This is an optimization exercise on Yosys and OpenROAD, whose aim is small area and a short achievable clock period, not a production implementation.
No functional check of the RTL was part of this run.
Power is estimated from default activity; no workload was simulated.

File: flow/config.mk
export PLATFORM = sky130hd
export DESIGN_NAME = lcm_32
export DESIGN_NICKNAME = lcm_32
export VERILOG_FILES = /design/flow/design.v
export SDC_FILE = /design/flow/constraint.sdc
export NUM_CORES = 4
export LEC_CHECK = 0
export CAP_MARGIN = 20
export CORE_MARGIN = 2
export CORE_UTILIZATION = 40
export SLEW_MARGIN = 20
File: flow/constraint.sdc
create_clock -name core_clock -period 10.0 [get_ports {clk}]
set_input_delay 2.0000 -clock core_clock [delete_from_list [all_inputs] [get_ports {clk}]]
set_output_delay 2.0000 -clock core_clock [all_outputs]
set_load 0.01 [all_outputs]
File: flow/design.v
module lcm_prefix(input wire [31:0] g, input wire [31:0] p, output wire [31:0] c);
    wire g0_1 = g[1] | (p[1] & g[0]);
    wire p0_1 = p[1] & p[0];
    wire g0_2 = g[2] | (p[2] & g[1]);
    wire p0_2 = p[2] & p[1];
    wire g0_3 = g[3] | (p[3] & g[2]);
    wire p0_3 = p[3] & p[2];
    wire g0_4 = g[4] | (p[4] & g[3]);
    wire p0_4 = p[4] & p[3];
    wire g0_5 = g[5] | (p[5] & g[4]);
    wire p0_5 = p[5] & p[4];
    wire g0_6 = g[6] | (p[6] & g[5]);
    wire p0_6 = p[6] & p[5];
    wire g0_7 = g[7] | (p[7] & g[6]);
    wire p0_7 = p[7] & p[6];
    wire g0_8 = g[8] | (p[8] & g[7]);
    wire p0_8 = p[8] & p[7];
    wire g0_9 = g[9] | (p[9] & g[8]);
    wire p0_9 = p[9] & p[8];
    wire g0_10 = g[10] | (p[10] & g[9]);
    wire p0_10 = p[10] & p[9];
    wire g0_11 = g[11] | (p[11] & g[10]);
    wire p0_11 = p[11] & p[10];
    wire g0_12 = g[12] | (p[12] & g[11]);
    wire p0_12 = p[12] & p[11];
    wire g0_13 = g[13] | (p[13] & g[12]);
    wire p0_13 = p[13] & p[12];
    wire g0_14 = g[14] | (p[14] & g[13]);
    wire p0_14 = p[14] & p[13];
    wire g0_15 = g[15] | (p[15] & g[14]);
    wire p0_15 = p[15] & p[14];
    wire g0_16 = g[16] | (p[16] & g[15]);
    wire p0_16 = p[16] & p[15];
    wire g0_17 = g[17] | (p[17] & g[16]);
    wire p0_17 = p[17] & p[16];
    wire g0_18 = g[18] | (p[18] & g[17]);
    wire p0_18 = p[18] & p[17];
    wire g0_19 = g[19] | (p[19] & g[18]);
    wire p0_19 = p[19] & p[18];
    wire g0_20 = g[20] | (p[20] & g[19]);
    wire p0_20 = p[20] & p[19];
    wire g0_21 = g[21] | (p[21] & g[20]);
    wire p0_21 = p[21] & p[20];
    wire g0_22 = g[22] | (p[22] & g[21]);
    wire p0_22 = p[22] & p[21];
    wire g0_23 = g[23] | (p[23] & g[22]);
    wire p0_23 = p[23] & p[22];
    wire g0_24 = g[24] | (p[24] & g[23]);
    wire p0_24 = p[24] & p[23];
    wire g0_25 = g[25] | (p[25] & g[24]);
    wire p0_25 = p[25] & p[24];
    wire g0_26 = g[26] | (p[26] & g[25]);
    wire p0_26 = p[26] & p[25];
    wire g0_27 = g[27] | (p[27] & g[26]);
    wire p0_27 = p[27] & p[26];
    wire g0_28 = g[28] | (p[28] & g[27]);
    wire p0_28 = p[28] & p[27];
    wire g0_29 = g[29] | (p[29] & g[28]);
    wire p0_29 = p[29] & p[28];
    wire g0_30 = g[30] | (p[30] & g[29]);
    wire p0_30 = p[30] & p[29];
    wire g0_31 = g[31] | (p[31] & g[30]);
    wire p0_31 = p[31] & p[30];
    wire g1_2 = g0_2 | (p0_2 & g[0]);
    wire p1_2 = p0_2 & p[0];
    wire g1_3 = g0_3 | (p0_3 & g0_1);
    wire p1_3 = p0_3 & p0_1;
    wire g1_4 = g0_4 | (p0_4 & g0_2);
    wire p1_4 = p0_4 & p0_2;
    wire g1_5 = g0_5 | (p0_5 & g0_3);
    wire p1_5 = p0_5 & p0_3;
    wire g1_6 = g0_6 | (p0_6 & g0_4);
    wire p1_6 = p0_6 & p0_4;
    wire g1_7 = g0_7 | (p0_7 & g0_5);
    wire p1_7 = p0_7 & p0_5;
    wire g1_8 = g0_8 | (p0_8 & g0_6);
    wire p1_8 = p0_8 & p0_6;
    wire g1_9 = g0_9 | (p0_9 & g0_7);
    wire p1_9 = p0_9 & p0_7;
    wire g1_10 = g0_10 | (p0_10 & g0_8);
    wire p1_10 = p0_10 & p0_8;
    wire g1_11 = g0_11 | (p0_11 & g0_9);
    wire p1_11 = p0_11 & p0_9;
    wire g1_12 = g0_12 | (p0_12 & g0_10);
    wire p1_12 = p0_12 & p0_10;
    wire g1_13 = g0_13 | (p0_13 & g0_11);
    wire p1_13 = p0_13 & p0_11;
    wire g1_14 = g0_14 | (p0_14 & g0_12);
    wire p1_14 = p0_14 & p0_12;
    wire g1_15 = g0_15 | (p0_15 & g0_13);
    wire p1_15 = p0_15 & p0_13;
    wire g1_16 = g0_16 | (p0_16 & g0_14);
    wire p1_16 = p0_16 & p0_14;
    wire g1_17 = g0_17 | (p0_17 & g0_15);
    wire p1_17 = p0_17 & p0_15;
    wire g1_18 = g0_18 | (p0_18 & g0_16);
    wire p1_18 = p0_18 & p0_16;
    wire g1_19 = g0_19 | (p0_19 & g0_17);
    wire p1_19 = p0_19 & p0_17;
    wire g1_20 = g0_20 | (p0_20 & g0_18);
    wire p1_20 = p0_20 & p0_18;
    wire g1_21 = g0_21 | (p0_21 & g0_19);
    wire p1_21 = p0_21 & p0_19;
    wire g1_22 = g0_22 | (p0_22 & g0_20);
    wire p1_22 = p0_22 & p0_20;
    wire g1_23 = g0_23 | (p0_23 & g0_21);
    wire p1_23 = p0_23 & p0_21;
    wire g1_24 = g0_24 | (p0_24 & g0_22);
    wire p1_24 = p0_24 & p0_22;
    wire g1_25 = g0_25 | (p0_25 & g0_23);
    wire p1_25 = p0_25 & p0_23;
    wire g1_26 = g0_26 | (p0_26 & g0_24);
    wire p1_26 = p0_26 & p0_24;
    wire g1_27 = g0_27 | (p0_27 & g0_25);
    wire p1_27 = p0_27 & p0_25;
    wire g1_28 = g0_28 | (p0_28 & g0_26);
    wire p1_28 = p0_28 & p0_26;
    wire g1_29 = g0_29 | (p0_29 & g0_27);
    wire p1_29 = p0_29 & p0_27;
    wire g1_30 = g0_30 | (p0_30 & g0_28);
    wire p1_30 = p0_30 & p0_28;
    wire g1_31 = g0_31 | (p0_31 & g0_29);
    wire p1_31 = p0_31 & p0_29;
    wire g2_4 = g1_4 | (p1_4 & g[0]);
    wire p2_4 = p1_4 & p[0];
    wire g2_5 = g1_5 | (p1_5 & g0_1);
    wire p2_5 = p1_5 & p0_1;
    wire g2_6 = g1_6 | (p1_6 & g1_2);
    wire p2_6 = p1_6 & p1_2;
    wire g2_7 = g1_7 | (p1_7 & g1_3);
    wire p2_7 = p1_7 & p1_3;
    wire g2_8 = g1_8 | (p1_8 & g1_4);
    wire p2_8 = p1_8 & p1_4;
    wire g2_9 = g1_9 | (p1_9 & g1_5);
    wire p2_9 = p1_9 & p1_5;
    wire g2_10 = g1_10 | (p1_10 & g1_6);
    wire p2_10 = p1_10 & p1_6;
    wire g2_11 = g1_11 | (p1_11 & g1_7);
    wire p2_11 = p1_11 & p1_7;
    wire g2_12 = g1_12 | (p1_12 & g1_8);
    wire p2_12 = p1_12 & p1_8;
    wire g2_13 = g1_13 | (p1_13 & g1_9);
    wire p2_13 = p1_13 & p1_9;
    wire g2_14 = g1_14 | (p1_14 & g1_10);
    wire p2_14 = p1_14 & p1_10;
    wire g2_15 = g1_15 | (p1_15 & g1_11);
    wire p2_15 = p1_15 & p1_11;
    wire g2_16 = g1_16 | (p1_16 & g1_12);
    wire p2_16 = p1_16 & p1_12;
    wire g2_17 = g1_17 | (p1_17 & g1_13);
    wire p2_17 = p1_17 & p1_13;
    wire g2_18 = g1_18 | (p1_18 & g1_14);
    wire p2_18 = p1_18 & p1_14;
    wire g2_19 = g1_19 | (p1_19 & g1_15);
    wire p2_19 = p1_19 & p1_15;
    wire g2_20 = g1_20 | (p1_20 & g1_16);
    wire p2_20 = p1_20 & p1_16;
    wire g2_21 = g1_21 | (p1_21 & g1_17);
    wire p2_21 = p1_21 & p1_17;
    wire g2_22 = g1_22 | (p1_22 & g1_18);
    wire p2_22 = p1_22 & p1_18;
    wire g2_23 = g1_23 | (p1_23 & g1_19);
    wire p2_23 = p1_23 & p1_19;
    wire g2_24 = g1_24 | (p1_24 & g1_20);
    wire p2_24 = p1_24 & p1_20;
    wire g2_25 = g1_25 | (p1_25 & g1_21);
    wire p2_25 = p1_25 & p1_21;
    wire g2_26 = g1_26 | (p1_26 & g1_22);
    wire p2_26 = p1_26 & p1_22;
    wire g2_27 = g1_27 | (p1_27 & g1_23);
    wire p2_27 = p1_27 & p1_23;
    wire g2_28 = g1_28 | (p1_28 & g1_24);
    wire p2_28 = p1_28 & p1_24;
    wire g2_29 = g1_29 | (p1_29 & g1_25);
    wire p2_29 = p1_29 & p1_25;
    wire g2_30 = g1_30 | (p1_30 & g1_26);
    wire p2_30 = p1_30 & p1_26;
    wire g2_31 = g1_31 | (p1_31 & g1_27);
    wire p2_31 = p1_31 & p1_27;
    wire g3_8 = g2_8 | (p2_8 & g[0]);
    wire p3_8 = p2_8 & p[0];
    wire g3_9 = g2_9 | (p2_9 & g0_1);
    wire p3_9 = p2_9 & p0_1;
    wire g3_10 = g2_10 | (p2_10 & g1_2);
    wire p3_10 = p2_10 & p1_2;
    wire g3_11 = g2_11 | (p2_11 & g1_3);
    wire p3_11 = p2_11 & p1_3;
    wire g3_12 = g2_12 | (p2_12 & g2_4);
    wire p3_12 = p2_12 & p2_4;
    wire g3_13 = g2_13 | (p2_13 & g2_5);
    wire p3_13 = p2_13 & p2_5;
    wire g3_14 = g2_14 | (p2_14 & g2_6);
    wire p3_14 = p2_14 & p2_6;
    wire g3_15 = g2_15 | (p2_15 & g2_7);
    wire p3_15 = p2_15 & p2_7;
    wire g3_16 = g2_16 | (p2_16 & g2_8);
    wire p3_16 = p2_16 & p2_8;
    wire g3_17 = g2_17 | (p2_17 & g2_9);
    wire p3_17 = p2_17 & p2_9;
    wire g3_18 = g2_18 | (p2_18 & g2_10);
    wire p3_18 = p2_18 & p2_10;
    wire g3_19 = g2_19 | (p2_19 & g2_11);
    wire p3_19 = p2_19 & p2_11;
    wire g3_20 = g2_20 | (p2_20 & g2_12);
    wire p3_20 = p2_20 & p2_12;
    wire g3_21 = g2_21 | (p2_21 & g2_13);
    wire p3_21 = p2_21 & p2_13;
    wire g3_22 = g2_22 | (p2_22 & g2_14);
    wire p3_22 = p2_22 & p2_14;
    wire g3_23 = g2_23 | (p2_23 & g2_15);
    wire p3_23 = p2_23 & p2_15;
    wire g3_24 = g2_24 | (p2_24 & g2_16);
    wire p3_24 = p2_24 & p2_16;
    wire g3_25 = g2_25 | (p2_25 & g2_17);
    wire p3_25 = p2_25 & p2_17;
    wire g3_26 = g2_26 | (p2_26 & g2_18);
    wire p3_26 = p2_26 & p2_18;
    wire g3_27 = g2_27 | (p2_27 & g2_19);
    wire p3_27 = p2_27 & p2_19;
    wire g3_28 = g2_28 | (p2_28 & g2_20);
    wire p3_28 = p2_28 & p2_20;
    wire g3_29 = g2_29 | (p2_29 & g2_21);
    wire p3_29 = p2_29 & p2_21;
    wire g3_30 = g2_30 | (p2_30 & g2_22);
    wire p3_30 = p2_30 & p2_22;
    wire g3_31 = g2_31 | (p2_31 & g2_23);
    wire p3_31 = p2_31 & p2_23;
    wire g4_16 = g3_16 | (p3_16 & g[0]);
    wire p4_16 = p3_16 & p[0];
    wire g4_17 = g3_17 | (p3_17 & g0_1);
    wire p4_17 = p3_17 & p0_1;
    wire g4_18 = g3_18 | (p3_18 & g1_2);
    wire p4_18 = p3_18 & p1_2;
    wire g4_19 = g3_19 | (p3_19 & g1_3);
    wire p4_19 = p3_19 & p1_3;
    wire g4_20 = g3_20 | (p3_20 & g2_4);
    wire p4_20 = p3_20 & p2_4;
    wire g4_21 = g3_21 | (p3_21 & g2_5);
    wire p4_21 = p3_21 & p2_5;
    wire g4_22 = g3_22 | (p3_22 & g2_6);
    wire p4_22 = p3_22 & p2_6;
    wire g4_23 = g3_23 | (p3_23 & g2_7);
    wire p4_23 = p3_23 & p2_7;
    wire g4_24 = g3_24 | (p3_24 & g3_8);
    wire p4_24 = p3_24 & p3_8;
    wire g4_25 = g3_25 | (p3_25 & g3_9);
    wire p4_25 = p3_25 & p3_9;
    wire g4_26 = g3_26 | (p3_26 & g3_10);
    wire p4_26 = p3_26 & p3_10;
    wire g4_27 = g3_27 | (p3_27 & g3_11);
    wire p4_27 = p3_27 & p3_11;
    wire g4_28 = g3_28 | (p3_28 & g3_12);
    wire p4_28 = p3_28 & p3_12;
    wire g4_29 = g3_29 | (p3_29 & g3_13);
    wire p4_29 = p3_29 & p3_13;
    wire g4_30 = g3_30 | (p3_30 & g3_14);
    wire p4_30 = p3_30 & p3_14;
    wire g4_31 = g3_31 | (p3_31 & g3_15);
    wire p4_31 = p3_31 & p3_15;
    assign c = {g4_31, g4_30, g4_29, g4_28, g4_27, g4_26, g4_25, g4_24, g4_23, g4_22, g4_21, g4_20, g4_19, g4_18, g4_17, g4_16, g3_15, g3_14, g3_13, g3_12, g3_11, g3_10, g3_9, g3_8, g2_7, g2_6, g2_5, g2_4, g1_3, g1_2, g0_1, g[0]};
endmodule
module lcm_32(
    input wire [32-1:0] ina, inb,
    input wire clk,
    input wire rst_n,
    output wire [64-1:0] result,
    output reg ready_n);
    reg        gcd_ph, div_ph, mul_ph;    
    reg [31:0] u, v, w;
    reg [5:0]  cnt;
    reg        rst_q;
    reg         add_q, sub_q;
    wire [31:0] y   = ({32{add_q}} & v) | ({32{sub_q}} & {~v[31:1], 1'b1});
    wire [31:0] c;
    lcm_prefix pfx(u & y, u | y, c);
    wire [32:0] a   = {c[31], u ^ y ^ {c[30:0], 1'b0}};
    wire [31:0] ash = {a[32] & mul_ph, a[31:1]};
    assign result = {u, w};
    wire u0_nx  = !rst_q ? ina[0] :
                  gcd_ph ? ((u == 32'd0) ? ina[0] : (!u[0] || (v[0] && a[32])) ? a[1] : 1'b1) :
                  (div_ph || mul_ph) ? a[1] : u[0];
    wire w0_nx  = (div_ph || mul_ph) ? w[1] : w[0];
    wire mul_nx = rst_q && ((div_ph && cnt == 6'd1) || (mul_ph && cnt != 6'd1));
    always @(posedge clk) begin
        add_q <= mul_nx & w0_nx;
        sub_q <= ~mul_nx & u0_nx;
    end
    always @(posedge clk) begin
        rst_q <= rst_n;
        if (!rst_n || !rst_q)
            ready_n <= 1'b1;
        else if (mul_ph && cnt == 6'd1)
            ready_n <= 1'b0;
    end
    always @(posedge clk) begin
        if (!rst_q) begin
            gcd_ph  <= 1'b1;
            div_ph  <= 1'b0;
            mul_ph  <= 1'b0;
            u       <= ina;
            v       <= inb;
            cnt     <= 6'd0;
        end else if (gcd_ph) begin
            if (u == 32'd0) begin
                u      <= ina;
                cnt[5] <= 1'b1;
                gcd_ph <= 1'b0;
                div_ph <= 1'b1;
            end else if (!u[0]) begin
                u <= ash;
                if (!v[0]) begin
                    v   <= v >> 1;
                    cnt <= cnt + 6'd1;
                end
            end else if (!v[0]) begin
                v <= v >> 1;
            end else if (a[32]) begin  
                u <= ash;
            end else begin
                u <= v;
                v <= u;
            end
        end else if (div_ph) begin
            u   <= ash;
            w   <= {u[0], w[31:1]};
            cnt <= cnt - 6'd1;
            if (cnt == 6'd1) begin
                v      <= inb;
                cnt    <= 6'd32;
                div_ph <= 1'b0;
                mul_ph <= 1'b1;
            end
        end else if (mul_ph) begin
            u   <= ash;
            w   <= {a[0], w[31:1]};
            cnt <= cnt - 6'd1;
            if (cnt == 6'd1) mul_ph <= 1'b0;
        end
    end
endmodule
File: flow/flow/run.sh
#!/bin/bash
# The standard layout (standard.sh: the standard flow's synthesis and the ORFS steps, with
# the design's constraints unchanged), with two settings changed:
#  - ORFS's timing repair is asked to leave a setup margin, so that it also
#    works the paths that already meet the design's clock period;
#  - the buffer put on every input and output port is buf_1.
# standard.sh's full output goes to standard_flow.log.
set -euo pipefail
MARGIN=${MARGIN:-6.8}
bash standard.sh \
    SETUP_SLACK_MARGIN=$MARGIN \
    TNS_END_PERCENT=100 \
    "BUFFER_PORTS_ARGS=-buffer_cell sky130_fd_sc_hd__buf_1" \
    finish > standard_flow.log 2>&1
File: flow/standard.sh
#!/bin/bash
# synth_recipe.tcl (not shown) runs the flow's synth.tcl, then flattens the netlist and writes it again
# the make line also repeats each setting of config.mk as NAME=value (left out here)
make -C /OpenROAD-flow-scripts/flow DESIGN_CONFIG=/design/flow/config.mk WORK_HOME=/design/flow/orfs CLKGATE_MAP_FILE= SYNTH_SCRIPT=/design/flow/synth_recipe.tcl "${@:-finish}"
==> flow_metrics.tcl <==
set metrics [dict create \
    avgSynthCellArea_sq_um 9.49 \
    rsz0062_at_grt "true" \
    run_status "no timing/DRC/antenna violations" \
    fin_worst_skew_ns 0.0121 \
    cts.sinks 109 \
    use_met1_pct 31.1 \
    chipWidth_microns 143 \
    io_pins 131 \
    coreArea_sq_mm 0.0188 \
    post-route-util_pct 49.6 \
    dp.cells 1146 \
    detailedPlacementHpwl_microns 15600 \
    period_share_pct 32.5 \
    synth_compound_area_share_pct 21.1 \
    drtPass1Iterations 5 \
    clkLatencyLatePin_ns 0.37 \
    crit_type "flip-flop to flip-flop" \
    synth_top_area_share_pct 37.5 \
    syn_nets 944 \
    synth_top_family_by_area "compound AO/OA/AOI/OAI gates" \
    ys.warnings.count 1 \
    yosysTopAreaCell "edfxtp_1" \
    power.density_mw_per_mm2 340 \
    switching_share_pct 47.4 \
    report.final.slew_viol_count 0 \
    period_needed_ns 3.25 \
    synth-simple-area-share_pct 11.8 \
    via_count 6739 \
    grt_first_pass_wirelength_microns 35900 \
    drive_above_1_share_pct 11.4 \
    dpl_worst_slack_ns 6.08 \
    grt_max_degree 69 \
    slowest_stage "dfxtp_4" \
    grt_most_used_layer "met2" \
    grt_pass1_vias 6563 \
    cts_buffers 9 \
    io_buffers 130 \
    cts-root-buf "clkbuf_16" \
    synth_xor_area_share_pct 3.53 \
    drt_drc_violations_left 0 \
    synth-adder-area-share_pct 11.0 \
    cp.arrival_ns 3.34 \
    antenna_left 0 \
    setup_viol 0 \
    synthesis.area_sq_mm 0.00769 \
    comb_power_share_pct 60.2 \
    die_area_sq_mm 0.0204 \
    ir_drop_uv 135 \
    drv_cap 0 \
    timing.hold.ws_ns 0.453 \
    ys_seq_elements 109 \
    detail_route.iter0.violations 675 \
    p_sw_w 0.00150 \
    cp_num_buf_inv 5 \
    cts_buffer_depth 2 \
    vias_per_cell 5.67 \
    synth_edf_count 96 \
    crit_fanout 16 \
    async_flop_share_pct 0 \
    p_leak_nw 3.81 \
    wl_per_cell_microns 20.2 \
    layout_commonest_cell "buf_1" \
    final.setup.worst_slack_ns 6.75 \
    cpPeakStageDelay_ns 0.37 \
    initial_core_util_pct 41.0 \
    worstPathRequired_ns 10.09 \
    finalWeightedCongestion 0.897 \
    synth_mux_area_share_pct 4.65 \
    yosysUniqueCellTypes 72 \
    ys_seq_area_share_pct 40.9 \
    clockPowerShare_pct 12.3 \
    synth-main-ff-cell "edfxtp_1" \
    start_kind "flip-flop" \
    seqPwrFrac_pct 27.6 \
    fmax_ghz 0.307 \
    worstHoldPathType "flip-flop to flip-flop" \
    worst_path_dominant_cell_family "compound AO/OA/AOI/OAI gates" \
    hold_viol_final 0 \
    layout_common_cells "129 x buf_1, 99 x inv_1, 96 x edfxtp_1" \
    wirelength_microns 24100 \
    cts_tree "yes" \
    synth_area_leaders "edfxtp_1 37%, ha_1 11%, a21oi_1 5.7%, inv_1 4.8%, a22oi_1 4.7%" \
    grt_overflow 0 \
    h-tree-depth 3 \
    grt_antenna_before_repair 0 \
    met3_usage_pct 2.98 \
    diodes 0 \
    end_kind "flip-flop" \
    grt_use_met2_pct 38.0 \
    syn_to_final_growth_pct 21.1 \
    path_cells "buf_12, buf_4, mux2i_1, inv_1, ha_1, nor2_1, a221oi_2, a211oi_1, o21bai_1, a21o_1, a31oi_4, a21oi_2, a31oi_4, buf_12, clkbuf_16" \
    grt_usage_pct 22.7 \
    fin_cells 1189 \
    internal_power_w 0.00166 \
    die_h_microns 143 \
    rows 50 \
    worst_pin_slew_ns 1.04 \
    synthCells 811 \
    layout.nets 1083 \
    fin_tns_setup_ns 0 \
    clk_pin_slew_ns 0.09 \
    slew_headroom_pct 30.7 \
]
-- state kept, by name, indices dropped and copies added (netlist names), 6 cells and up --
signal and cells:
v 32, cnt 6, u 32, w 32
-- path summary, 6_finish.rpt --
check | endpoint | depth (start not counted) | slack [ns] | startpoint
worst min-delay path | w[22] | 0 | 0.45 | w[23]
worst max register to register | v[2] | 15 | 6.75 | add_q
worst min register to register | w[22] | 0 | 0.45 | w[23]
worst max-delay path | v[2] | 15 | 6.75 | add_q
-- stage by stage --
stage / total power, W / instance area, sq um
global placement: 0.00247 / 8420
CTS: 0.00295 / 8890
floorplan: 0.00205 / 7750
detailed placement: 0.00248 / 8420
finish: 0.00316 / 9310
global route: 0.00338 / 9310
-- cells by family (layout without fill, tap and decap cells) --
logic type / after synthesis / in the layout
AO/OA/AOI/OAI: 244 / 246
AND/OR/NAND/NOR: 188 / 190
buffers and inverters: 137 / 277
flip-flops: 109 / 109
adder cells (fa/ha/maj): 67 / 67
multiplexers: 35 / 35
XOR/XNOR: 31 / 31
-- per-layer routing --
layer	wire length (microns)	vias up	share of wire (%)
met5	0	-	0
li1	-	3221	-
met1	10900	3315	46
met2	11600	170	48
met4	435	0	1.8
met3	1030	33	4.3
-- repair_timing --
item | in CTS | in global routing
buffers inserted | 5 | 12
hold buffers | 0 | 0
pin swaps | 1 | 8
gates cloned | 2 | 7
setup endpoints to repair | 65 | 65
gates resized for setup | 17 | 36
-- Yosys cell counts (3+ instances only) --
master,count
nand2b_1,10
nand4_1,6
buf_6,3
a211oi_1,5
dfxtp_1,13
nand2_1,26
xor2_1,19
a31oi_1,5
and3_1,13
mux2i_1,32
nand3_1,11
inv_1,99
o21ai_1,30
or3_1,4
nor2b_1,6
nor4_1,13
buf_2,3
o21bai_1,5
nor2_1,82
a22oi_1,48
ha_1,66
buf_1,3
a221oi_1,5
o31ai_1,9
and2_1,3
xnor2_1,12
a21oi_1,88
clkbuf_1,28
nor3_1,6
o21ai_0,13
a21o_1,4
edfxtp_1,96
-- power by group through the flow --
stage               Sequential [W]  Clock (W)  Combinational [W]
floorplan                 0.000825          0            0.00122
global placement          0.000897          0            0.00158
detailed placement        0.000899          0            0.00158
CTS                       0.000880   0.000394            0.00168
global route              0.000891   0.000407            0.00208
finish                    0.000872   0.000388            0.00190
-- cell type report --
type | count | area, sq um
clock buffers | 9 | 225
clock inverters | 7 | 101
fillers | 1809 | 9450
inverters | 100 | 375
multi-input cells | 569 | 4280
flip-flops and latches | 109 | 3150
well taps | 234 | 293
repair buffers | 161 | 890

## what the ideal ports hide
No port has a modelled driver above. Below, the same layout with a new extraction and two added sets of constraints.
Step 1 sets driving cells, clkbuf_16 on the clock port and buf_2 on the other inputs (assumed; they add their load-dependent delay and slew).
Step 2 moves the port delays by t, midway between the first and last clock arrival at a register: inputs arrive t later, outputs are due t later. That takes back most of the time a late clock gives input paths.
Three values: ideal, step 1, step 2; two values: the first two.
t, ns: 0.406
setup WS [ns]: 6.746 / 6.746 / 6.746
worst setup path at the end: register to register
slew at the worst register clock pin (ns): 0.09 / 0.09
After both steps setup and hold are still met in this run. For this run, drivers alone change the setup slack by 0.000 ns; drivers and shift together by 0.000 ns.
